Background: an optimization exercise with open tools, aiming at small area, a short achievable clock period and few clock cycles per item. Do not read the settings as production practice. At most, simulation tests tie the RTL to the original design; equivalence was not proved. The RTL of run 1 was laid out without a check of its function.

==> flow/design.v (outline; a module is shown in full before it is edited, if it fits) <==
// module CPU: 647 lines
// module ksadd: 26 lines
// module booth17e: 447 lines
// module booth17enc: 14 lines
// module bkadd67: 266 lines
// module bkadd34: 133 lines
// module bkadd33: 131 lines
module CPU(
				clk,
			  rst_n,
		   IO_stall,
         awid_m_inf,
       awaddr_m_inf,
       awsize_m_inf,
      awburst_m_inf,
        awlen_m_inf,
      awvalid_m_inf,
      awready_m_inf,
        wdata_m_inf,
        wlast_m_inf,
       wvalid_m_inf,
       wready_m_inf,
          bid_m_inf,
        bresp_m_inf,
       bvalid_m_inf,
       bready_m_inf,
         arid_m_inf,
       araddr_m_inf,
        arlen_m_inf,
       arsize_m_inf,
      arburst_m_inf,
      arvalid_m_inf,
      arready_m_inf, 
          rid_m_inf,
        rdata_m_inf,
        rresp_m_inf,
        rlast_m_inf,
       rvalid_m_inf,
       rready_m_inf 
);
  // ...
==> flow/flow/run.sh <==
#!/bin/bash
# Standard layout, with timing repair aiming for a larger setup margin.
set -euo pipefail
bash standard.sh SETUP_SLACK_MARGIN=6.3 finish > standard_flow.log 2>&1
==> flow/standard.sh <==
#!/bin/bash
# synth_recipe.tcl (not shown) runs the flow's synth.tcl, then flattens the netlist and writes it again
# the make line also repeats each setting of config.mk as NAME=value (left out here)
make -C /OpenROAD-flow-scripts/flow DESIGN_CONFIG=/design/flow/config.mk WORK_HOME=/design/flow/orfs CLKGATE_MAP_FILE= SYNTH_SCRIPT=/design/flow/synth_recipe.tcl "${@:-finish}"
==> flow/config.mk <==
export PLATFORM = sky130hd
export DESIGN_NAME = CPU
export DESIGN_NICKNAME = CPU
export VERILOG_FILES = /design/flow/design.v
export SDC_FILE = /design/flow/constraint.sdc
export NUM_CORES = 8
export LEC_CHECK = 0
export ABC_CLOCK_PERIOD_IN_PS = 3000
export CAP_MARGIN = 20
export CORE_MARGIN = 2
export CORE_UTILIZATION = 55.0
export SETUP_SLACK_MARGIN = 5
export SLEW_MARGIN = 20
==> flow/constraint.sdc <==
create_clock -name core_clock -period 10.0 [get_ports {clk}]
set_input_delay 2.0000 -clock core_clock [delete_from_list [all_inputs] [get_ports {clk}]]
set_output_delay 2.0000 -clock core_clock [all_outputs]
set_load 0.01 [all_outputs]
==> qor.csv, run 1 <==
metric,value,unit
Fmax,0.258,GHz
worst hold stages,0,
Synth Area in Compound Gates,17.0,%
num rows,122,
crit path launch,ra_sel[2],
minimum clock period,3.87,ns
Detailed Place HPWL,139000,um
critical path arrival,4.35,ns
share of layout cells above drive strength 1,21.5,%
Top Registers,"rfv x256, acc x67, mp x66",
cell count after synthesis,5667,
I/O Pins,230,
"Clk Latency, worst-skew pair",0.75,ns
uppermost routed layer,met5,
WHS,0.307,ns
bufs w/o clock,551,
Residual DRC,0,
Crit. path cell count,19,
initial antenna violation count,6,
CTS tree,yes,
DIE AREA,0.114,mm2
Area contributors post-synth,"edfxtp_1 30%, dfxtp_1 9.7%, dfrtp_1 6.6%",
CLK BUF,145,
xor/xnor share of the synthesized area,5.41,%
outcome,timing/DRC/antenna clean,
wire length of the first global-routing pass,310000,um
CTS sink count,1068,
Tcrit/Tclk final,38.7,%
clk buf depth,3,
RR Startpoint,ra_sel[2],
Core ar.,0.110,mm2
met3 WL,23400,um
Post-Layout Inst Area,0.0744,mm2
router iterations before antenna repair,6,
Seq cells,1068,
ys async rst share,15.2,%
"Avg Cell Area, Syn",10.8,um2
Hold Path End,s_first,
dpl ws,4.23,ns
# diodes,0,
Synth area leader,edfxtp_1,
mapped cell area,0.0610,mm2
gr usage total,37.0,%
==> inputs of run 2 (changes only) <==
--- a/flow/design.v
+++ b/flow/design.v
@@ -91,26 +91,24 @@
     for (ri = 0; ri < 16; ri = ri + 1) begin
         ra_raw = ra_raw | ({16{ra_sel[ri]}} & rfv[16*ri +: 16]);
         rb_raw = rb_raw | ({16{rb_sel[ri]}} & rfv[16*ri +: 16]);
     end
 end
 wire [15:0] ra_val = ra_raw & {16{|(ra_sel & rv)}};
 wire [15:0] rb_val = rb_raw & {16{|(rb_sel & rv)}};
 reg         i_arvalid;
-reg  [10:0] i_araddr;
 reg  [6:0]  i_arlen;
 reg         i_rready;
 reg  [7:0]  f_rem;         
 reg  [7:0]  f_drop;        
 reg         f_drain;       
 reg  [10:0] f_addr;        
-reg  [10:0] nb;            
-reg         q0v, q1v;
-reg  [15:0] q0, q1;
+reg         q0v;
+reg  [15:0] q0;
 reg  [10:0] ipc;           
 reg         rdr;           
 reg  [10:0] rdr_tgt;
 wire [15:0] i_rdata  = rdata_m_inf[31:16];
 wire        i_beat   = rvalid_m_inf[1] & i_rready;
 wire [2:0]  op    = q0[15:13];
 wire [3:0]  f_rt  = q0[8:5];
 wire        f_fn  = q0[0];
@@ -159,16 +157,17 @@
 reg  [3:0]  a_tag, s_tag, p_tag;
 wire        p_mul   = p_v & (p_kind == 2'd3);    
 wire [15:0] dec_ptag = 16'd1 << p_tag;
 wire        p_mulwb = p_mul;                   
 wire [15:0] mul_pend = ((a_v & (a_kind == 2'd3)) ? (16'd1 << a_tag) : 16'd0)
                      | ((s_v & (s_kind == 2'd3)) ? (16'd1 << s_tag) : 16'd0)
                      | (p_mul ? dec_ptag : 16'd0);
 reg         dt_on;         
+reg         dt_sat;        
 reg  [2:0]  dt_ph;         
 reg  [6:0]  dt_slot;
 reg  [3:0]  dt_cnt;
 reg  [3:0]  nx_ra, nx_rb;
 reg  [1:0]  dt_kind, dt_sh, nx_kind, nx_sh;
 reg         dt_first, dt_ha, dt_hb, dt_buf, nx_first, nx_ha, nx_hb, nx_buf;
 reg         dt_v, nx_v;
 wire [6:0]  dt_nslot;        
@@ -200,75 +199,73 @@
         7'd21: begin nx_ra = 4'd10; nx_rb = 4'd12; nx_kind = 2'd1; nx_first = 1'b1; nx_ha = 1'b0; nx_hb = 1'b0; nx_sh = 2'd0; nx_buf = 1'b0; end
         7'd22: begin nx_ra = 4'd8; nx_rb = 4'd14; nx_kind = 2'd1; nx_first = 1'b0; nx_ha = 1'b0; nx_hb = 1'b0; nx_sh = 2'd0; nx_buf = 1'b0; end
         7'd23: begin nx_ra = 4'd0; nx_rb = 4'd0; nx_kind = 2'd2; nx_first = 1'b0; nx_ha = 1'b1; nx_hb = 1'b1; nx_sh = 2'd2; nx_buf = 1'b1; end
         7'd24: begin nx_ra = 4'd2; nx_rb = 4'd7; nx_kind = 2'd0; nx_first = 1'b1; nx_ha = 1'b0; nx_hb = 1'b0; nx_sh = 2'd0; nx_buf = 1'b1; end
         7'd25: begin nx_ra = 4'd3; nx_rb = 4'd6; nx_kind = 2'd0; nx_first = 1'b0; nx_ha = 1'b0; nx_hb = 1'b0; nx_sh = 2'd0; nx_buf = 1'b1; end
         7'd26: begin nx_ra = 4'd8; nx_rb = 4'd13; nx_kind = 2'd1; nx_first = 1'b1; nx_ha = 1'b0; nx_hb = 1'b0; nx_sh = 2'd0; nx_buf = 1'b1; end
         7'd27: begin nx_ra = 4'd9; nx_rb = 4'd12; nx_kind = 2'd1; nx_first = 1'b0; nx_ha = 1'b0; nx_hb = 1'b0; nx_sh = 2'd0; nx_buf = 1'b1; end
         7'd28: begin nx_ra = 4'd0; nx_rb = 4'd0; nx_kind = 2'd2; nx_first = 1'b0; nx_ha = 1'b1; nx_hb = 1'b1; nx_sh = 2'd2; nx_buf = 1'b0; end
-        7'd29: nx_v = 1'b0;
-        7'd30: nx_v = 1'b0;
+        7'd29: begin nx_ra = 4'd0; nx_rb = 4'd5; nx_kind = 2'd0; nx_first = 1'b1; nx_ha = 1'b0; nx_hb = 1'b0; nx_sh = 2'd0; nx_buf = 1'b0; end
+        7'd30: begin nx_ra = 4'd1; nx_rb = 4'd4; nx_kind = 2'd0; nx_first = 1'b0; nx_ha = 1'b0; nx_hb = 1'b0; nx_sh = 2'd0; nx_buf = 1'b0; end
         7'd31: begin nx_ra = 4'd0; nx_rb = 4'd0; nx_kind = 2'd2; nx_first = 1'b0; nx_ha = 1'b1; nx_hb = 1'b1; nx_sh = 2'd2; nx_buf = 1'b1; end
-        7'd32: begin nx_ra = 4'd0; nx_rb = 4'd5; nx_kind = 2'd0; nx_first = 1'b1; nx_ha = 1'b0; nx_hb = 1'b0; nx_sh = 2'd0; nx_buf = 1'b0; end
-        7'd33: begin nx_ra = 4'd1; nx_rb = 4'd4; nx_kind = 2'd0; nx_first = 1'b0; nx_ha = 1'b0; nx_hb = 1'b0; nx_sh = 2'd0; nx_buf = 1'b0; end
-        7'd34: begin nx_ra = 4'd10; nx_rb = 4'd15; nx_kind = 2'd1; nx_first = 1'b1; nx_ha = 1'b0; nx_hb = 1'b0; nx_sh = 2'd0; nx_buf = 1'b0; end
-        7'd35: begin nx_ra = 4'd11; nx_rb = 4'd14; nx_kind = 2'd1; nx_first = 1'b0; nx_ha = 1'b0; nx_hb = 1'b0; nx_sh = 2'd0; nx_buf = 1'b0; end
-        7'd36: begin nx_ra = 4'd0; nx_rb = 4'd6; nx_kind = 2'd0; nx_first = 1'b1; nx_ha = 1'b0; nx_hb = 1'b0; nx_sh = 2'd0; nx_buf = 1'b1; end
-        7'd37: begin nx_ra = 4'd2; nx_rb = 4'd4; nx_kind = 2'd0; nx_first = 1'b0; nx_ha = 1'b0; nx_hb = 1'b0; nx_sh = 2'd0; nx_buf = 1'b1; end
-        7'd38: begin nx_ra = 4'd11; nx_rb = 4'd13; nx_kind = 2'd1; nx_first = 1'b1; nx_ha = 1'b0; nx_hb = 1'b0; nx_sh = 2'd0; nx_buf = 1'b1; end
-        7'd39: begin nx_ra = 4'd9; nx_rb = 4'd15; nx_kind = 2'd1; nx_first = 1'b0; nx_ha = 1'b0; nx_hb = 1'b0; nx_sh = 2'd0; nx_buf = 1'b1; end
-        7'd40: begin nx_ra = 4'd0; nx_rb = 4'd0; nx_kind = 2'd2; nx_first = 1'b0; nx_ha = 1'b0; nx_hb = 1'b0; nx_sh = 2'd0; nx_buf = 1'b0; end
-        7'd41: begin nx_ra = 4'd0; nx_rb = 4'd0; nx_kind = 2'd2; nx_first = 1'b0; nx_ha = 1'b1; nx_hb = 1'b0; nx_sh = 2'd1; nx_buf = 1'b0; end
-        7'd42: begin nx_ra = 4'd0; nx_rb = 4'd0; nx_kind = 2'd2; nx_first = 1'b0; nx_ha = 1'b0; nx_hb = 1'b1; nx_sh = 2'd1; nx_buf = 1'b0; end
-        7'd43: begin nx_ra = 4'd0; nx_rb = 4'd7; nx_kind = 2'd0; nx_first = 1'b1; nx_ha = 1'b0; nx_hb = 1'b0; nx_sh = 2'd0; nx_buf = 1'b0; end
-        7'd44: begin nx_ra = 4'd3; nx_rb = 4'd4; nx_kind = 2'd0; nx_first = 1'b0; nx_ha = 1'b0; nx_hb = 1'b0; nx_sh = 2'd0; nx_buf = 1'b0; end
-        7'd45: begin nx_ra = 4'd9; nx_rb = 4'd14; nx_kind = 2'd1; nx_first = 1'b1; nx_ha = 1'b0; nx_hb = 1'b0; nx_sh = 2'd0; nx_buf = 1'b0; end
-        7'd46: begin nx_ra = 4'd10; nx_rb = 4'd13; nx_kind = 2'd1; nx_first = 1'b0; nx_ha = 1'b0; nx_hb = 1'b0; nx_sh = 2'd0; nx_buf = 1'b0; end
-        7'd47: begin nx_ra = 4'd0; nx_rb = 4'd0; nx_kind = 2'd2; nx_first = 1'b0; nx_ha = 1'b0; nx_hb = 1'b0; nx_sh = 2'd0; nx_buf = 1'b1; end
-        7'd48: begin nx_ra = 4'd0; nx_rb = 4'd0; nx_kind = 2'd2; nx_first = 1'b0; nx_ha = 1'b1; nx_hb = 1'b0; nx_sh = 2'd1; nx_buf = 1'b1; end
-        7'd49: begin nx_ra = 4'd0; nx_rb = 4'd0; nx_kind = 2'd2; nx_first = 1'b0; nx_ha = 1'b0; nx_hb = 1'b1; nx_sh = 2'd1; nx_buf = 1'b1; end
-        7'd50: begin nx_ra = 4'd1; nx_rb = 4'd6; nx_kind = 2'd0; nx_first = 1'b1; nx_ha = 1'b0; nx_hb = 1'b0; nx_sh = 2'd0; nx_buf = 1'b1; end
-        7'd51: begin nx_ra = 4'd2; nx_rb = 4'd5; nx_kind = 2'd0; nx_first = 1'b0; nx_ha = 1'b0; nx_hb = 1'b0; nx_sh = 2'd0; nx_buf = 1'b1; end
-        7'd52: begin nx_ra = 4'd8; nx_rb = 4'd15; nx_kind = 2'd1; nx_first = 1'b1; nx_ha = 1'b0; nx_hb = 1'b0; nx_sh = 2'd0; nx_buf = 1'b1; end
-        7'd53: begin nx_ra = 4'd11; nx_rb = 4'd12; nx_kind = 2'd1; nx_first = 1'b0; nx_ha = 1'b0; nx_hb = 1'b0; nx_sh = 2'd0; nx_buf = 1'b1; end
-        7'd54: begin nx_ra = 4'd0; nx_rb = 4'd0; nx_kind = 2'd2; nx_first = 1'b0; nx_ha = 1'b0; nx_hb = 1'b0; nx_sh = 2'd0; nx_buf = 1'b0; end
-        7'd55: begin nx_ra = 4'd0; nx_rb = 4'd0; nx_kind = 2'd2; nx_first = 1'b0; nx_ha = 1'b1; nx_hb = 1'b0; nx_sh = 2'd1; nx_buf = 1'b0; end
-        7'd56: begin nx_ra = 4'd0; nx_rb = 4'd0; nx_kind = 2'd2; nx_first = 1'b0; nx_ha = 1'b0; nx_hb = 1'b1; nx_sh = 2'd1; nx_buf = 1'b0; end
-        7'd57: begin nx_ra = 4'd1; nx_rb = 4'd7; nx_kind = 2'd0; nx_first = 1'b1; nx_ha = 1'b0; nx_hb = 1'b0; nx_sh = 2'd0; nx_buf = 1'b0; end
-        7'd58: begin nx_ra = 4'd3; nx_rb = 4'd5; nx_kind = 2'd0; nx_first = 1'b0; nx_ha = 1'b0; nx_hb = 1'b0; nx_sh = 2'd0; nx_buf = 1'b0; end
-        7'd59: begin nx_ra = 4'd10; nx_rb = 4'd12; nx_kind = 2'd1; nx_first = 1'b1; nx_ha = 1'b0; nx_hb = 1'b0; nx_sh = 2'd0; nx_buf = 1'b0; end
-        7'd60: begin nx_ra = 4'd8; nx_rb = 4'd14; nx_kind = 2'd1; nx_first = 1'b0; nx_ha = 1'b0; nx_hb = 1'b0; nx_sh = 2'd0; nx_buf = 1'b0; end
-        7'd61: begin nx_ra = 4'd0; nx_rb = 4'd0; nx_kind = 2'd2; nx_first = 1'b0; nx_ha = 1'b0; nx_hb = 1'b0; nx_sh = 2'd0; nx_buf = 1'b1; end
-        7'd62: begin nx_ra = 4'd0; nx_rb = 4'd0; nx_kind = 2'd2; nx_first = 1'b0; nx_ha = 1'b1; nx_hb = 1'b0; nx_sh = 2'd1; nx_buf = 1'b1; end
-        7'd63: begin nx_ra = 4'd0; nx_rb = 4'd0; nx_kind = 2'd2; nx_first = 1'b0; nx_ha = 1'b0; nx_hb = 1'b1; nx_sh = 2'd1; nx_buf = 1'b1; end
-        7'd64: begin nx_ra = 4'd2; nx_rb = 4'd7; nx_kind = 2'd0; nx_first = 1'b1; nx_ha = 1'b0; nx_hb = 1'b0; nx_sh = 2'd0; nx_buf = 1'b1; end
-        7'd65: begin nx_ra = 4'd3; nx_rb = 4'd6; nx_kind = 2'd0; nx_first = 1'b0; nx_ha = 1'b0; nx_hb = 1'b0; nx_sh = 2'd0; nx_buf = 1'b1; end
-        7'd66: begin nx_ra = 4'd8; nx_rb = 4'd13; nx_kind = 2'd1; nx_first = 1'b1; nx_ha = 1'b0; nx_hb = 1'b0; nx_sh = 2'd0; nx_buf = 1'b1; end
-        7'd67: begin nx_ra = 4'd9; nx_rb = 4'd12; nx_kind = 2'd1; nx_first = 1'b0; nx_ha = 1'b0; nx_hb = 1'b0; nx_sh = 2'd0; nx_buf = 1'b1; end
-        7'd68: begin nx_ra = 4'd0; nx_rb = 4'd0; nx_kind = 2'd2; nx_first = 1'b0; nx_ha = 1'b0; nx_hb = 1'b0; nx_sh = 2'd0; nx_buf = 1'b0; end
-        7'd69: begin nx_ra = 4'd0; nx_rb = 4'd0; nx_kind = 2'd2; nx_first = 1'b0; nx_ha = 1'b1; nx_hb = 1'b0; nx_sh = 2'd1; nx_buf = 1'b0; end
-        7'd70: begin nx_ra = 4'd0; nx_rb = 4'd0; nx_kind = 2'd2; nx_first = 1'b0; nx_ha = 1'b0; nx_hb = 1'b1; nx_sh = 2'd1; nx_buf = 1'b0; end
-        7'd71: begin nx_ra = 4'd0; nx_rb = 4'd0; nx_kind = 2'd2; nx_first = 1'b0; nx_ha = 1'b0; nx_hb = 1'b0; nx_sh = 2'd0; nx_buf = 1'b1; end
-        7'd72: begin nx_ra = 4'd0; nx_rb = 4'd0; nx_kind = 2'd2; nx_first = 1'b0; nx_ha = 1'b1; nx_hb = 1'b0; nx_sh = 2'd1; nx_buf = 1'b1; end
-        7'd73: begin nx_ra = 4'd0; nx_rb = 4'd0; nx_kind = 2'd2; nx_first = 1'b0; nx_ha = 1'b0; nx_hb = 1'b1; nx_sh = 2'd1; nx_buf = 1'b1; end
+        7'd32: begin nx_ra = 4'd10; nx_rb = 4'd15; nx_kind = 2'd1; nx_first = 1'b1; nx_ha = 1'b0; nx_hb = 1'b0; nx_sh = 2'd0; nx_buf = 1'b0; end
+        7'd33: begin nx_ra = 4'd11; nx_rb = 4'd14; nx_kind = 2'd1; nx_first = 1'b0; nx_ha = 1'b0; nx_hb = 1'b0; nx_sh = 2'd0; nx_buf = 1'b0; end
+        7'd34: begin nx_ra = 4'd0; nx_rb = 4'd6; nx_kind = 2'd0; nx_first = 1'b1; nx_ha = 1'b0; nx_hb = 1'b0; nx_sh = 2'd0; nx_buf = 1'b1; end
+        7'd35: begin nx_ra = 4'd2; nx_rb = 4'd4; nx_kind = 2'd0; nx_first = 1'b0; nx_ha = 1'b0; nx_hb = 1'b0; nx_sh = 2'd0; nx_buf = 1'b1; end
+        7'd36: begin nx_ra = 4'd11; nx_rb = 4'd13; nx_kind = 2'd1; nx_first = 1'b1; nx_ha = 1'b0; nx_hb = 1'b0; nx_sh = 2'd0; nx_buf = 1'b1; end
+        7'd37: begin nx_ra = 4'd9; nx_rb = 4'd15; nx_kind = 2'd1; nx_first = 1'b0; nx_ha = 1'b0; nx_hb = 1'b0; nx_sh = 2'd0; nx_buf = 1'b1; end
+        7'd38: begin nx_ra = 4'd0; nx_rb = 4'd0; nx_kind = 2'd2; nx_first = 1'b0; nx_ha = 1'b0; nx_hb = 1'b0; nx_sh = 2'd0; nx_buf = 1'b0; end
+        7'd39: begin nx_ra = 4'd0; nx_rb = 4'd0; nx_kind = 2'd2; nx_first = 1'b0; nx_ha = 1'b1; nx_hb = 1'b0; nx_sh = 2'd1; nx_buf = 1'b0; end
+        7'd40: begin nx_ra = 4'd0; nx_rb = 4'd0; nx_kind = 2'd2; nx_first = 1'b0; nx_ha = 1'b0; nx_hb = 1'b1; nx_sh = 2'd1; nx_buf = 1'b0; end
+        7'd41: begin nx_ra = 4'd0; nx_rb = 4'd7; nx_kind = 2'd0; nx_first = 1'b1; nx_ha = 1'b0; nx_hb = 1'b0; nx_sh = 2'd0; nx_buf = 1'b0; end
+        7'd42: begin nx_ra = 4'd3; nx_rb = 4'd4; nx_kind = 2'd0; nx_first = 1'b0; nx_ha = 1'b0; nx_hb = 1'b0; nx_sh = 2'd0; nx_buf = 1'b0; end
+        7'd43: begin nx_ra = 4'd9; nx_rb = 4'd14; nx_kind = 2'd1; nx_first = 1'b1; nx_ha = 1'b0; nx_hb = 1'b0; nx_sh = 2'd0; nx_buf = 1'b0; end
+        7'd44: begin nx_ra = 4'd10; nx_rb = 4'd13; nx_kind = 2'd1; nx_first = 1'b0; nx_ha = 1'b0; nx_hb = 1'b0; nx_sh = 2'd0; nx_buf = 1'b0; end
+        7'd45: begin nx_ra = 4'd0; nx_rb = 4'd0; nx_kind = 2'd2; nx_first = 1'b0; nx_ha = 1'b0; nx_hb = 1'b0; nx_sh = 2'd0; nx_buf = 1'b1; end
+        7'd46: begin nx_ra = 4'd0; nx_rb = 4'd0; nx_kind = 2'd2; nx_first = 1'b0; nx_ha = 1'b1; nx_hb = 1'b0; nx_sh = 2'd1; nx_buf = 1'b1; end
+        7'd47: begin nx_ra = 4'd0; nx_rb = 4'd0; nx_kind = 2'd2; nx_first = 1'b0; nx_ha = 1'b0; nx_hb = 1'b1; nx_sh = 2'd1; nx_buf = 1'b1; end
+        7'd48: begin nx_ra = 4'd1; nx_rb = 4'd6; nx_kind = 2'd0; nx_first = 1'b1; nx_ha = 1'b0; nx_hb = 1'b0; nx_sh = 2'd0; nx_buf = 1'b1; end
+        7'd49: begin nx_ra = 4'd2; nx_rb = 4'd5; nx_kind = 2'd0; nx_first = 1'b0; nx_ha = 1'b0; nx_hb = 1'b0; nx_sh = 2'd0; nx_buf = 1'b1; end
+        7'd50: begin nx_ra = 4'd8; nx_rb = 4'd15; nx_kind = 2'd1; nx_first = 1'b1; nx_ha = 1'b0; nx_hb = 1'b0; nx_sh = 2'd0; nx_buf = 1'b1; end
+        7'd51: begin nx_ra = 4'd11; nx_rb = 4'd12; nx_kind = 2'd1; nx_first = 1'b0; nx_ha = 1'b0; nx_hb = 1'b0; nx_sh = 2'd0; nx_buf = 1'b1; end
+        7'd52: begin nx_ra = 4'd0; nx_rb = 4'd0; nx_kind = 2'd2; nx_first = 1'b0; nx_ha = 1'b0; nx_hb = 1'b0; nx_sh = 2'd0; nx_buf = 1'b0; end
+        7'd53: begin nx_ra = 4'd0; nx_rb = 4'd0; nx_kind = 2'd2; nx_first = 1'b0; nx_ha = 1'b1; nx_hb = 1'b0; nx_sh = 2'd1; nx_buf = 1'b0; end
+        7'd54: begin nx_ra = 4'd0; nx_rb = 4'd0; nx_kind = 2'd2; nx_first = 1'b0; nx_ha = 1'b0; nx_hb = 1'b1; nx_sh = 2'd1; nx_buf = 1'b0; end
+        7'd55: begin nx_ra = 4'd1; nx_rb = 4'd7; nx_kind = 2'd0; nx_first = 1'b1; nx_ha = 1'b0; nx_hb = 1'b0; nx_sh = 2'd0; nx_buf = 1'b0; end
+        7'd56: begin nx_ra = 4'd3; nx_rb = 4'd5; nx_kind = 2'd0; nx_first = 1'b0; nx_ha = 1'b0; nx_hb = 1'b0; nx_sh = 2'd0; nx_buf = 1'b0; end
+        7'd57: begin nx_ra = 4'd10; nx_rb = 4'd12; nx_kind = 2'd1; nx_first = 1'b1; nx_ha = 1'b0; nx_hb = 1'b0; nx_sh = 2'd0; nx_buf = 1'b0; end
+        7'd58: begin nx_ra = 4'd8; nx_rb = 4'd14; nx_kind = 2'd1; nx_first = 1'b0; nx_ha = 1'b0; nx_hb = 1'b0; nx_sh = 2'd0; nx_buf = 1'b0; end
+        7'd59: begin nx_ra = 4'd0; nx_rb = 4'd0; nx_kind = 2'd2; nx_first = 1'b0; nx_ha = 1'b0; nx_hb = 1'b0; nx_sh = 2'd0; nx_buf = 1'b1; end
+        7'd60: begin nx_ra = 4'd0; nx_rb = 4'd0; nx_kind = 2'd2; nx_first = 1'b0; nx_ha = 1'b1; nx_hb = 1'b0; nx_sh = 2'd1; nx_buf = 1'b1; end
+        7'd61: begin nx_ra = 4'd0; nx_rb = 4'd0; nx_kind = 2'd2; nx_first = 1'b0; nx_ha = 1'b0; nx_hb = 1'b1; nx_sh = 2'd1; nx_buf = 1'b1; end
+        7'd62: begin nx_ra = 4'd2; nx_rb = 4'd7; nx_kind = 2'd0; nx_first = 1'b1; nx_ha = 1'b0; nx_hb = 1'b0; nx_sh = 2'd0; nx_buf = 1'b1; end
+        7'd63: begin nx_ra = 4'd3; nx_rb = 4'd6; nx_kind = 2'd0; nx_first = 1'b0; nx_ha = 1'b0; nx_hb = 1'b0; nx_sh = 2'd0; nx_buf = 1'b1; end
+        7'd64: begin nx_ra = 4'd8; nx_rb = 4'd13; nx_kind = 2'd1; nx_first = 1'b1; nx_ha = 1'b0; nx_hb = 1'b0; nx_sh = 2'd0; nx_buf = 1'b1; end
+        7'd65: begin nx_ra = 4'd9; nx_rb = 4'd12; nx_kind = 2'd1; nx_first = 1'b0; nx_ha = 1'b0; nx_hb = 1'b0; nx_sh = 2'd0; nx_buf = 1'b1; end
+        7'd66: begin nx_ra = 4'd0; nx_rb = 4'd0; nx_kind = 2'd2; nx_first = 1'b0; nx_ha = 1'b0; nx_hb = 1'b0; nx_sh = 2'd0; nx_buf = 1'b0; end
+        7'd67: begin nx_ra = 4'd0; nx_rb = 4'd0; nx_kind = 2'd2; nx_first = 1'b0; nx_ha = 1'b1; nx_hb = 1'b0; nx_sh = 2'd1; nx_buf = 1'b0; end
+        7'd68: begin nx_ra = 4'd0; nx_rb = 4'd0; nx_kind = 2'd2; nx_first = 1'b0; nx_ha = 1'b0; nx_hb = 1'b1; nx_sh = 2'd1; nx_buf = 1'b0; end
+        7'd69: begin nx_ra = 4'd0; nx_rb = 4'd0; nx_kind = 2'd2; nx_first = 1'b0; nx_ha = 1'b0; nx_hb = 1'b0; nx_sh = 2'd0; nx_buf = 1'b1; end
+        7'd70: begin nx_ra = 4'd0; nx_rb = 4'd0; nx_kind = 2'd2; nx_first = 1'b0; nx_ha = 1'b1; nx_hb = 1'b0; nx_sh = 2'd1; nx_buf = 1'b1; end
+        7'd71: begin nx_ra = 4'd0; nx_rb = 4'd0; nx_kind = 2'd2; nx_first = 1'b0; nx_ha = 1'b0; nx_hb = 1'b1; nx_sh = 2'd1; nx_buf = 1'b1; end
         default: ;
     endcase
 end
 reg  [32:0] t0, b0, t1, b1;      
 reg  [66:0] acc;
 wire [32:0] t_sel = dt_buf ? t1 : t0;
 wire [32:0] b_sel = dt_buf ? b1 : b0;
 wire [16:0] ch_a  = dt_ha ? t_sel[32:16] : {1'b0, t_sel[15:0]};
 wire [16:0] ch_b  = dt_hb ? b_sel[32:16] : {1'b0, b_sel[15:0]};
-wire dt_issue = dt_on & (dt_ph == 3'd0);
+wire dt_issue = dt_on & (dt_ph == 3'd0) & ~dt_sat;
 wire [32:0] x_new;
 bkadd33 u_minor (.a(mq), .b(~mp[32:0]), .ci(1'b1), .s(x_new));
 wire [66:0] acc_sum;
-bkadd67 u_acc (.a(acc), .b(mp), .ci(1'b0), .s(acc_sum));
+ksadd #(67, 7) u_acc (.a(acc), .b(mp), .ci(1'b0), .s(acc_sum));
 wire        sat_ok  = (&acc[66:15]) | ~(|acc[66:15]);
 wire [15:0] det_res = sat_ok ? acc[15:0] : (acc[66] ? 16'h8000 : 16'h7fff);
 reg  [10:0] dm_addr;       
 reg         d_arvalid;
 reg         la1_v;         
 reg  [10:0] la1;
 reg  [1:0]  ld_cnt;        
 reg  [3:0]  ld_tag0, ld_tag1;
@@ -277,17 +274,17 @@
 reg  [3:0]  md_tag;
 reg         d_rready;
 reg         d_awvalid, d_wvalid;
 reg  [1:0]  st_ph;         
 reg  [10:0] st_addr;
 reg  [15:0] wd;
 assign awaddr_m_inf  = {20'd1, st_addr, 1'b0};
 assign arvalid_m_inf = {i_arvalid, d_arvalid};
-assign araddr_m_inf  = {20'd1, i_araddr, 1'b0, 20'd1, dm_addr, 1'b0};
+assign araddr_m_inf  = {20'd1, f_addr, 1'b0, 20'd1, dm_addr, 1'b0};
 assign arlen_m_inf   = {i_arlen, 7'd0};
 assign rready_m_inf  = {i_rready, d_rready};
 assign awvalid_m_inf = d_awvalid;
 assign wdata_m_inf   = wd;
 assign wvalid_m_inf  = d_wvalid;
 wire d_beat = rvalid_m_inf[0] & d_rready;
 wire s_mul  = s_v & (s_kind == 2'd3);      
 wire hz_alu = bz_rs | bz_rt | s_mul | |(mul_pend & rd_sel);
@@ -305,17 +302,17 @@
 wire go_st  = q0ok & is_st  & ~hz_st & (st_ph == 2'd0) & rc_z;
 wire go_br  = q0ok & is_br  & ~hz_br;
 wire go_nop = q0ok & is_nop;
 wire go_det = q0ok & is_det & ~dt_on;
 wire dt_pause = dt_v & (dt_kind != 2'd2) & (bz_rs | bz_rt);
 wire dt_adv   = dt_issue & ~dt_pause;
 wire st_done = (st_ph == 2'd3) & bvalid_m_inf;
 wire dt_early = dt_issue & (dt_slot == 7'd35) & ~((&acc[66:51]) | ~(|acc[66:51]));
-wire dt_done = dt_on & ((dt_ph == 3'd4) | dt_early) & ~p_mulwb & ~busy_rd[0];
+wire dt_done = dt_on & ((dt_ph == 3'd4) | dt_sat) & ~p_mulwb & ~busy_rd[0];
 wire pop   = go_alu | go_mul | go_ld | go_br | go_nop | go_st | dt_done;
 wire taken = go_br & br_eq & (f_imm != 5'd0);
 wire inc   = go_alu | go_mul | go_ld | go_br | go_nop | dt_done;
 wire ret   = (st_ph == 2'd0) ? (~rc_z | inc) : st_done;
 wire [3:0] rc_n = rc + {3'd0, inc} - {3'd0, ret & (st_ph == 2'd0)};
 wire [15:0] dec_md   = 16'd1 << md_tag;
 wire [15:0] dec_ld0  = 16'd1 << ld_tag0;
 wire        k_md     = |(dec_md & kill);
@@ -353,135 +350,161 @@
         rc_full  <= 1'b0;
         rc_z     <= 1'b1;
     end else begin
         IO_stall <= ~ret;
         rc       <= rc_n;
         rc_full  <= (rc_n == 4'd15);
         rc_z     <= (rc_n == 4'd0);
     end
+reg  [15:0] ib0, ib1, ib2, ib3;
+reg  [1:0]  ib_rp;
+reg  [2:0]  ib_cnt;
 wire        rem_z   = (f_rem == 8'd0);
 wire        rem_1   = (f_rem == 8'd1);
 wire        drop_z  = (f_drop == 8'd0);
 wire        push    = i_beat & drop_z;
 wire [7:0]  rem_n   = f_rem - {7'd0, i_beat};
 wire        end_n   = rem_z | (rem_1 & i_beat);    
 wire [10:0] f_addr_1 = f_addr + 11'd1;
-wire [10:0] ipc_1   = ipc + 11'd1;
 reg  [10:0] rd_d;
-reg         rdr_imm1;
+reg  [4:0]  rdr_k;
 wire        rd_inb  = ~rem_z & ({1'b0, rd_d} < {4'd0, f_rem});
-wire        rd_q1   = q1v & rdr_imm1;
+wire        rd_jmp  = q0v & (rdr_k[4:3] == 2'd0) & (rdr_k[2:0] != 3'd0) & (rdr_k[2:0] <= ib_cnt);
 wire [10:0] tgt_d   = br_tgt - f_addr;
 always @(posedge clk) begin
     if (taken) begin
-        rd_d     <= i_beat ? tgt_d - 11'd1 : tgt_d;
-        rdr_imm1 <= (f_imm == 5'd1);
+        rd_d  <= i_beat ? tgt_d - 11'd1 : tgt_d;
+        rdr_k <= f_imm;
     end
 end
 wire        hold_ar = q0v & is_br;
+wire        q_adv   = (pop & ~rdr) | (rdr & rd_jmp);
+wire [2:0]  adv     = rdr ? rdr_k[2:0] : 3'd1;
+wire [1:0]  rd_idx  = ib_rp + adv[1:0] - 2'd1;
+reg  [15:0] ib_rd;
+always @(*) begin
+    case (rd_idx)
+        2'd0: ib_rd = ib0;
+        2'd1: ib_rd = ib1;
+        2'd2: ib_rd = ib2;
+        default: ib_rd = ib3;
+    endcase
+end
 reg  [7:0]  drop_n;
-reg         q0v_n, q1v_n, drain_n, q0_beat, q0_q1, q1_beat, new_ar;
-reg  [10:0] sa, ipc_n, nb_n;
+reg  [2:0]  cnt_n;
+reg  [1:0]  rp_n;
+reg         q0v_n, drain_n, q0_beat, q0_ib, ib_push, new_ar;
+reg  [10:0] sa, ipc_n;
 always @(*) begin
     drop_n  = f_drop - {7'd0, i_beat & ~drop_z};
     drain_n = f_drain;
     q0v_n   = q0v;
-    q1v_n   = q1v;
+    cnt_n   = ib_cnt;
+    rp_n    = ib_rp;
     q0_beat = 1'b0;
-    q0_q1   = 1'b0;
-    q1_beat = 1'b0;
+    q0_ib   = 1'b0;
+    ib_push = 1'b0;
     ipc_n   = ipc;
-    nb_n    = (i_beat & ~f_drain) ? f_addr_1 : nb;
-    sa      = f_drain ? nb : (i_beat ? f_addr_1 : nb);
+    sa      = f_drain ? rdr_tgt : (i_beat ? f_addr_1 : f_addr);
     new_ar  = end_n & ~hold_ar;
-    if (rdr & ~rd_q1) begin
+    if (rdr & ~rd_jmp) begin
         q0v_n = 1'b0;
-        q1v_n = 1'b0;
+        cnt_n = 3'd0;
         ipc_n = rdr_tgt;
         new_ar = end_n;
         if (rd_inb) begin
             if (i_beat) begin
                 if (rd_d == 11'd0) begin q0v_n = 1'b1; q0_beat = 1'b1; drop_n = 8'd0; end
                 else drop_n = {1'b0, rd_d[6:0]} - 8'd1;
             end else drop_n = {1'b0, rd_d[6:0]};
         end else begin
             drop_n  = rem_n;
             drain_n = 1'b1;
-            nb_n    = rdr_tgt;
             sa      = rdr_tgt;
         end
-    end else if (pop | rdr) begin
-        ipc_n = ipc_1;
-        if (q1v) begin q0_q1 = 1'b1; q0v_n = 1'b1; q1v_n = push; q1_beat = push; end
-        else     begin q0v_n = push; q0_beat = push; q1v_n = 1'b0; end
+    end else if (q_adv) begin
+        ipc_n = ipc + {8'd0, adv};
+        if (ib_cnt >= adv) begin
+            q0_ib  = 1'b1;
+            q0v_n  = 1'b1;
+            rp_n   = ib_rp + adv[1:0];
+            cnt_n  = ib_cnt - adv + {2'd0, push};
+            ib_push = push;
+        end else begin                       
+            q0v_n  = push;
+            q0_beat = push;
+            cnt_n  = 3'd0;
+        end
     end else if (push) begin
         if (!q0v) begin q0_beat = 1'b1; q0v_n = 1'b1; end
-        else      begin q1_beat = 1'b1; q1v_n = 1'b1; end
+        else      begin ib_push = 1'b1; cnt_n = ib_cnt + 3'd1; end
     end
     if (new_ar) drain_n = 1'b0;
 end
 wire [6:0]  sa_len  = (sa[10:7] == 4'hf) ? ~sa[6:0] : 7'd127;
+wire [1:0]  ib_wp   = ib_rp + ib_cnt[1:0];
 always @(posedge clk) begin
     if (q0_beat)     q0 <= i_rdata;
-    else if (q0_q1)  q0 <= q1;
-    if (q1_beat)     q1 <= i_rdata;
+    else if (q0_ib)  q0 <= ib_rd;
+    if (ib_push & (ib_wp == 2'd0)) ib0 <= i_rdata;
+    if (ib_push & (ib_wp == 2'd1)) ib1 <= i_rdata;
+    if (ib_push & (ib_wp == 2'd2)) ib2 <= i_rdata;
+    if (ib_push & (ib_wp == 2'd3)) ib3 <= i_rdata;
     if (taken)       rdr_tgt <= br_tgt;
 end
 always @(posedge clk or negedge rst_n) begin
     if (!rst_n) begin
         i_arvalid <= 1'b0;
-        i_araddr  <= 11'd0;
         i_arlen   <= 7'd0;
         i_rready  <= 1'b0;
         f_rem     <= 8'd0;
         f_drop    <= 8'd0;
         f_drain   <= 1'b0;
         f_addr    <= 11'd0;
-        nb        <= 11'd0;
         q0v       <= 1'b0;
-        q1v       <= 1'b0;
+        ib_cnt    <= 3'd0;
+        ib_rp     <= 2'd0;
         ipc       <= 11'd0;
         rdr       <= 1'b0;
     end else begin
         rdr <= taken;
         ipc <= ipc_n;
-        nb  <= nb_n;
         if (i_arvalid & arready_m_inf[1]) i_arvalid <= 1'b0;
         if (new_ar) begin                   
             i_arvalid <= 1'b1;
-            i_araddr  <= sa;
             i_arlen   <= sa_len;
             f_addr    <= sa;
             f_rem     <= {1'b0, sa_len} + 8'd1;
         end else begin
             if (i_beat) f_addr <= f_addr_1;
             f_rem   <= rem_n;
         end
         f_drain  <= drain_n;
         f_drop   <= drop_n;
         q0v      <= q0v_n;
-        q1v      <= q1v_n;
-        i_rready <= (drop_n != 8'd0) | ~(q0v_n & q1v_n);
+        ib_cnt   <= cnt_n;
+        ib_rp    <= rp_n;
+        i_rready <= (drop_n != 8'd0) | ~(q0v_n & (cnt_n == 3'd4));
     end
 end
-wire dt_issue_n = go_det | (dt_adv & (dt_slot != 7'd73) & ~dt_early);
+wire dt_issue_n = go_det | (dt_adv & (dt_slot != 7'd71) & ~dt_done);
 always @(posedge clk) begin
     if (dt_issue_n) begin
         ra_sel <= 16'd1 << nx_ra;
         rb_sel <= 16'd1 << nx_rb;
     end else if (q0_beat) begin
         ra_sel <= 16'd1 << i_rdata[12:9];
         rb_sel <= 16'd1 << i_rdata[8:5];
-    end else if (q0_q1) begin
-        ra_sel <= 16'd1 << q1[12:9];
-        rb_sel <= 16'd1 << q1[8:5];
+    end else if (q0_ib) begin
+        ra_sel <= 16'd1 << ib_rd[12:9];
+        rb_sel <= 16'd1 << ib_rd[8:5];
     end
     if (q0_beat)    rd_sel <= 16'd1 << i_rdata[4:1];
-    else if (q0_q1) rd_sel <= 16'd1 << q1[4:1];
+    else if (q0_ib) rd_sel <= 16'd1 << ib_rd[4:1];
 end
 wire [8:0] chb_one, chb_two, chb_neg, rbf_one, rbf_two, rbf_neg;
 booth17enc u_enc_ch (.b(ch_b), .d_one(chb_one), .d_two(chb_two), .d_neg(chb_neg));
 booth17enc u_enc_rb (.b({rb_fwd[15], rb_fwd}), .d_one(rbf_one), .d_two(rbf_two), .d_neg(rbf_neg));
 always @(posedge clk) begin
     if (dt_adv & (dt_kind == 2'd2)) begin
         ma <= ch_a;
         mb <= ch_b;
@@ -537,29 +560,31 @@
     end
 end
 always @(posedge clk or negedge rst_n) begin
     if (!rst_n) begin
         dt_on   <= 1'b0;
         dt_ph   <= 3'd0;
         dt_slot <= 7'd0;
         dt_cnt  <= 4'd0;
+        dt_sat  <= 1'b0;
     end else begin
+        dt_sat <= ~go_det & ~dt_done & (dt_sat | dt_early);
         if (go_det) begin
             dt_on   <= 1'b1;
             dt_ph   <= 3'd0;
             dt_slot <= 7'd0;
         end else if (dt_done) begin
             dt_on   <= 1'b0;
             dt_ph   <= 3'd0;
         end else if (dt_on) begin
             case (dt_ph)
                 3'd0: if (dt_adv) begin
                     dt_slot <= dt_slot + 7'd1;
-                    if (dt_slot == 7'd73) begin dt_ph <= 3'd1; dt_cnt <= 4'd2; end
+                    if (dt_slot == 7'd71) begin dt_ph <= 3'd1; dt_cnt <= 4'd2; end
                 end
                 3'd1: begin        
                     dt_cnt <= dt_cnt - 4'd1;
                     if (dt_cnt == 4'd0) begin dt_ph <= 3'd2; dt_cnt <= q0[12:9]; end
                 end
                 3'd2: begin        
                     dt_cnt <= dt_cnt - 4'd1;
                     if (dt_cnt == 4'd0) dt_ph <= 3'd3;
==> flow/config.mk (replaced) <==
export PLATFORM = sky130hd
export DESIGN_NAME = CPU
export DESIGN_NICKNAME = CPU
export VERILOG_FILES = /design/flow/design.v
export SDC_FILE = /design/flow/constraint.sdc
export NUM_CORES = 8
export LEC_CHECK = 0
export CAP_MARGIN = 20
export CORE_MARGIN = 2
export CORE_UTILIZATION = 55.0
export SETUP_SLACK_MARGIN = 5
export SLEW_MARGIN = 20
==> run 2 against run 1 <==
Still clean on timing, DRC and antenna. Area after synthesis increased by 3.4%. Global-route usage decreased by 0.96 points. Critical endpoint is now rd_d[1].
==> qor.csv, run 2 <==
metric,value,unit,change
# H-tree levels,3,,
sequential area share after synthesis,46.6,%,
starting density of the core,55.3,%,
DIE HEIGHT,343,um,
clk slew on worst S/H paths,0.06,ns,
"Avg Cell Area, Syn",10.6,um2,-1.7%
clk buf depth,3,,unchanged
YS warnings,4,,
Post-Route WL,220000,um,
RSZ-0062 raised after global routing,yes,,
post-route setup slack,6.05,ns,
simple-gate share of the synthesized area,11.0,%,
GRT overflow,0,,
max cap viols,0,,
Reg2Reg Setup Slack,6.05,ns,
HP Start,a_sh[1],,
Worst Setup End Kind,register,,
CP Cell Sequence,buf_12 -> buf_4 -> a22o_1 -> a221oi_1 -> a31oi_4 -> xor2_1 -> nor4_4 -> nand4_1 -> nor4_4 -> buf_12 -> buf_12 -> buf_16,,
ys async rst share,13.2,%,-2.0 points
Largest Register,rfv,,
final net count,6741,,
final setup fails,0,,
Synth area leader,edfxtp_1,,
# diodes,0,,unchanged
GP Congestion,0.965,,
Root Buffer,clkbuf_16,,
Crit path top cell by count,buf_12,,
Residual DRC,0,,unchanged
initial antenna violation count,7,,+1
most frequent cells in the layout,"661 x edfxtp_1, 407 x nand2_1, 367 x inv_1",,
Detailed Place HPWL,142000,um,+1.8%
Top Registers,"rfv x256, acc x67, mp x66",,
multiplexer share of the synthesized area,3.70,%,
outcome,timing/DRC/antenna clean,,
Core ar.,0.114,mm2,+3.3%
router iterations before antenna repair,7,,+1
crit start category,register,,
via count,51600,,
largest net degree at the start of global routing,77,,
CP max stage delay,0.50,ns,
"count leader, synth",edfxtp_1,,
Synth cell types,101,,
Die Width,343,um,
RR Startpoint,ra_sel[10],,
DIE AREA,0.117,mm2,+3.3%
Via density,6.54,,
WL/cell,27.8,um,
I/O Pins,230,,unchanged
Area growth syn-to-layout,20.9,%,
cell count after synthesis,5958,,+5.1%
dpl ws,4.16,ns,-0.0729 ns
max_slew headroom,18.1,%,
num rows,124,,+1.6%
FF-to-FF End,rd_d[1],,
setup TNS,0,ns,
"Clk Latency, worst-skew pair",0.78,ns,+0.03 ns
"top cells by count, synth","661 x edfxtp_1, 420 x nand2_1, 401 x nor2_1, 382 x inv_1, 296 x dfxtp_1",,
gr usage total,36.1,%,-0.96 points
PortBufs,103,,
Reg2Reg Depth,12,,
Post-synth top flop,edfxtp_1,,
critical path arrival,4.41,ns,+0.06 ns
minimum clock period,3.95,ns,+0.0716 ns
Worst Skew,0.0429,ns,
Area contributors post-synth,"edfxtp_1 31%, dfxtp_1 9.4%, dfrtp_1 5.7%",,
CP Max Fanout,12,,
worst slew pin tran,1.22,ns,
"commonest non-fill, non-tap cell in the layout",edfxtp_1,,
xor/xnor share of the synthesized area,5.49,%,+0.079 points
CTS tree,yes,,
Yosys top cell area share,31.5,%,
worst hold stages,0,,unchanged
wire length of the first global-routing pass,315000,um,+1.8%
Tcrit/Tclk final,39.5,%,+0.72 points
CTS sink count,1102,,+3.2%
mapped cell area,0.0630,mm2,+3.4%
post-route ant nets,0,,
vias in the first global route,48500,,
Hold Path End,s_sh[1],,
Largest register FFs,256,,
share of layout cells above drive strength 1,19.7,%,-1.8 points
critical path type,register to register,,
endpoints failing hold,0,,
Tightest Hold Check Type,register to register,,
CP max stage cell,nor4_4,,
initial drt markers,6554,,
Fmax,0.253,GHz,-1.8%
number of synthesized flops with an enable pin,661,,
Worst Path Required,10.47,ns,
register bit count reported by yosys,1102,,
largest family of logic cells by synthesized area,compound AO/OA/AOI/OAI gates,,
total clock buffers created by CTS,118,,
Synth Area in Adders,9.86,%,
max-slew violation count,0,,
Synth Area in Compound Gates,17.6,%,+0.62 points
run 2: cell types whose count changed in the layout (fill, tap and decap cells not counted), sizes merged, moves of 43 or more:
cell / before / now
a21oi: 228 / 284
edfxtp: 610 / 661
o21ai: 217 / 260
o211ai: 70 / 25
nor2: 302 / 401
nor4: 103 / 48
nand2: 364 / 421
run 2: critical path, delay by kind of cell, from the launching register on:
kind | cells | cell delay (ns)
flops | 1 | 0.45
buf+inv | 5 | 0.85
compound gates | 3 | 0.81
xor+xnor | 1 | 0.22
simple gates | 3 | 1.28
run 2: final cells by class:
| type | count | area, um2 |
|---|---|---|
| multi-input cells | 4126 | 33400 |
| well taps | 1512 | 1890 |
| repair buffers | 538 | 5740 |
| repair inverters | 1 | 7.51 |
| fillers | 8711 | 37800 |
| clock buffers | 152 | 3240 |
| inverters | 385 | 1540 |
| flip-flops and latches | 1102 | 29500 |
| clock inverters | 73 | 872 |
run 2: timing repair:
action / in CTS / in global routing
cloned: 12 / 14
pin swaps: 153 / 157
buffers inserted: 214 / 93
hold buffers: 0 / 0
gates resized for setup: 461 / 318
setup endpoints to repair: 1022 / 695
run 2: worst max-delay path by stage:
stage | start | end | cells past startpoint
global route | rb_sel[12] | ra_sel[15] | 16
global placement | ms[2] | mp[32] | 15
CTS | ra_sel[2] | rd_d[1] | 16
floorplan | rvalid_m_inf[1] | f_rem[4] | 12
finish | ra_sel[10] | rd_d[1] | 12
detailed placement | ms[2] | mp[32] | 15
run 2: kinds of logic (layout without fill, tap and decap cells):
kind of cell,Yosys count,after routing
and+or+nand+nor,1435,1444
buffers and inverters,843,1149
AOI/OAI and AO/OA,1604,1604
other,2,106
muxes,167,167
xor gates and xnor gates,395,395
adders and majority gates,410,410
DFF,1102,1102
run 2: metrics by stage:
step                hold WS, ns  instances  utilization (%)  instance area (um2)
floorplan                 0.310       6062                -                63900
global placement          0.311       7329             57.5                65500
detailed placement        0.312       7329             57.5                65500
CTS                       0.329       7780             64.6                73700
global route              0.340       7889             66.8                76200
finish                    0.328       7889             66.8                76200
run 2: routing by layer:
layer | global-route usage [%] | routed length [um] | vias to the layer above
li1 | - | - | 22400
met1 | 51.0 | 89300 | 25400
met2 | 54.4 | 96300 | 3109
met3 | 7.36 | 23200 | 648
met4 | 14.6 | 10800 | 6
met5 | 0 | 39 | -
Testbench counts of run 2, summed over its fixed seeds: cycles 37,599, instructions 12,000.
==> inputs of run 3 (changes only) <==
==> flow/flow/run.sh (replaced) <==
#!/bin/bash
# Standard layout, with timing repair aiming for a larger setup margin.
set -euo pipefail
bash standard.sh SETUP_SLACK_MARGIN=6 finish > standard_flow.log 2>&1
==> run 3 against run 2 <==
Non-clock buffer count is 166 lower. Critical path type unchanged. Worst hold slack worse by 0.0047 ns. First-iteration DRC count decreased by 8.1%. Cell count is 2.1% lower. Die area did not move. Register-to-register slack worse by 0.099 ns. Sequential cell count stayed put.
==> qor.csv, run 3 <==
metric,value,unit,change
I/O Pins,230,,unchanged
"Avg Cell Area, Syn",10.6,um2,unchanged
Top Registers,"rfv x256, acc x67, mp x66",,
Area growth syn-to-layout,15.6,%,
Detailed Place HPWL,142000,um,+0.37%
Worst Path Required,10.43,ns,-0.04 ns
Post-Route WL,212000,um,-3.7%
RR Startpoint,ra_sel[14],,
"Hold-fix buffers, CTS",0,,unchanged
register bit count reported by yosys,1102,,unchanged
Synth cell types,101,,unchanged
cell count after synthesis,5958,,unchanged
wire length of the first global-routing pass,305000,um,-3.4%
Largest Register,rfv,,
final net count,6571,,-2.5%
Core ar.,0.114,mm2,unchanged
Worst Setup End Kind,register,,
number of synthesized flops with an enable pin,661,,unchanged
worst slew pin tran,1.09,ns,-0.129 ns
total clock buffers created by CTS,119,,+0.85%
num rows,124,,unchanged
dpl ws,4.36,ns,+0.204 ns
"commonest non-fill, non-tap cell in the layout",edfxtp_1,,
post-route setup slack,5.96,ns,-0.0987 ns
Via density,6.47,,-1.2%
CP max stage delay,0.53,ns,+0.03 ns
CP Max Fanout,14,,+2
post-route ant nets,0,,unchanged
outcome,timing/DRC/antenna clean,,
share of layout cells above drive strength 1,14.3,%,-5.4 points
CTS sink count,1102,,unchanged
initial drt markers,6020,,-8.1%
Residual DRC,0,,unchanged
"count leader, synth",edfxtp_1,,
critical path arrival,4.47,ns,+0.06 ns
crit path launch,ra_sel[14],,
most frequent cells in the layout,"661 x edfxtp_1, 412 x nand2_1, 382 x nor2_1",,
# H-tree levels,3,,unchanged
clk buf depth,3,,unchanged
Reg2Reg Setup Slack,5.96,ns,-0.10 ns
largest net degree at the start of global routing,91,,+18%
WL/cell,27.4,um,-1.6%
GRT overflow,0,,unchanged
endpoints failing hold,0,,unchanged
final setup fails,0,,unchanged
DIE HEIGHT,343,um,unchanged
Tcrit/Tclk final,40.4,%,+0.99 points
Largest register FFs,256,,unchanged
DIE AREA,0.117,mm2,unchanged
FF-to-FF End,rd_d[6],,
starting density of the core,55.3,%,unchanged
CP Cell Sequence,buf_12 -> buf_4 -> a22o_1 -> a221oi_1 -> a31oi_4 -> xor2_2 -> nor4_4 -> nand4_1 -> nor4_4 -> buf_6 -> buf_12,,
max-slew violation count,0,,unchanged
ys async rst share,13.2,%,unchanged
Worst Skew,0.0522,ns,+0.00924 ns
GP Congestion,0.955,,-1.1%
"top cells by count, synth","661 x edfxtp_1, 420 x nand2_1, 401 x nor2_1, 382 x inv_1, 296 x dfxtp_1",,
Yosys top cell area share,31.5,%,unchanged
Fmax,0.247,GHz,-2.4%
clk slew on worst S/H paths,0.07,ns,about the same
CP max stage cell,nor4_4,,
Die Width,343,um,unchanged
critical path type,register to register,,
vias in the first global route,47200,,-2.8%
Synth area leader,edfxtp_1,,
router iterations before antenna repair,6,,-1
Root Buffer,clkbuf_16,,
"Clk Latency, worst-skew pair",0.76,ns,-0.02 ns
RSZ-0062 raised after global routing,yes,,
crit start category,register,,
Tightest Hold Check Type,register to register,,
CTS tree,yes,,
mapped cell area,0.0630,mm2,unchanged
Post-synth top flop,edfxtp_1,,
minimum clock period,4.04,ns,+0.0987 ns
via count,49900,,-3.3%
setup TNS,0,ns,unchanged
initial antenna violation count,5,,-2
Area contributors post-synth,"edfxtp_1 31%, dfxtp_1 9.4%, dfrtp_1 5.7%",,
YS warnings,4,,unchanged
PortBufs,103,,unchanged
Reg2Reg Depth,11,,-1
gr usage total,34.7,%,-1.3 points
max_slew headroom,27.0,%,+9.0 points
max cap viols,0,,unchanged
sequential area share after synthesis,46.6,%,unchanged
Worst Setup EP,rd_d[6],,
## run 3: cell counts after synthesis
Identical to the previous run, type by type.
## run 3: through the flow
step                      hold WS, ns  cells  util (%)  cell area (um2)
final                           0.323   7723      63.9            72900
after global routing            0.330   7721      63.9            72900
after CTS                       0.322   7635      62.4            71200
after detailed placement        0.312   7342      57.5            65600
after global placement          0.311   7342      57.5            65600
after floorplan                 0.310   6062         -            63800
## run 3: cell type report
type	count	area [um2]
diodes	2	5.00
clock buffers	140	3200
clock inverters	88	905
fillers	9114	41100
inverters	385	1490
multi-input cells	4121	32100
flip-flops and latches	1102	29400
well taps	1512	1890
repair buffers	372	3840
repair inverters	1	5.00
## run 3: worst min path at each step
stage	slack, ns	end	cells after the start	start
3_3_place_gp	0.31	s_sh[0]	0	a_sh[0]
5_1_grt	0.33	s_buf	0	a_buf
6_report	0.32	s_sh[1]	0	a_sh[1]
2_1_floorplan	0.31	p_buf	0	s_buf
3_5_place_dp	0.31	s_sh[1]	0	a_sh[1]
4_1_cts	0.32	s_sh[1]	0	a_sh[1]
## run 3: repair_timing
item                       in CTS  in global routing
resized for setup             184                205
pin swaps                      41                 74
setup buffers                  60                 76
setup endpoints to repair     645                563
hold endpoints to repair        0                  0
gates cloned                    5                 10
## run 3: layer usage
metal	part of all wire (%)	global-route usage (%)	up-vias
li1	-	-	22100
met1	41	49.2	24400
met2	43	51.9	2898
met3	11	7.77	553
met4	4.4	13.9	6
met5	0.017	0	-
## run 3: cells by family after synthesis
kind of cell    share of synthesized area [%]
compound gates                           17.6
simple gates                             11.0
flops                                    46.6
buf+inv                                  5.72
fa+ha+maj                                9.86
xor+xnor                                 5.49
mux                                      3.70
other cells                            0.0119
## run 3: worst max-delay path: cells and delay by family (launching register included)
kind	cells	cell delay (ns)
AO/OA/AOI/OAI	3	0.82
XOR/XNOR	1	0.21
buffers and inverters	4	0.82
flip-flops	1	0.42
AND/OR/NAND/NOR	3	1.41

[static timing again, ports no longer ideal]
In the flow no input, the clock included, has a driving cell. The finished layouts below were timed again as built, in two steps.
Step 1: set_driving_cell puts a clkbuf_16 on clk and a buf_2 on each other input, an assumption about the parent block.
Step 2 adds t to the input delays and takes it off the output delays; t is the mean of the earliest and latest rising clock arrival at the registers after step 1. Input paths then give back, and output paths get back, about the clock's delay inside the block.
Three values: ideal ports, drivers, drivers and shift; two values: the first two.
run	t (ns)	setup slack, ns	worst hold slack (ns)
run 1	0.814	6.126 / 6.126 / 5.566	0.307 / 0.307 / 0.307
run 2	0.839	6.055 / 6.055 / 5.362	0.328 / 0.328 / 0.328
run 3	0.802	5.956 / 5.956 / 5.275	0.323 / 0.323 / 0.323
After both steps every run listed still meets setup and hold. The setup slack of run 2, which loses most, moves by 0.000 ns with the drivers and by -0.693 ns with both steps.
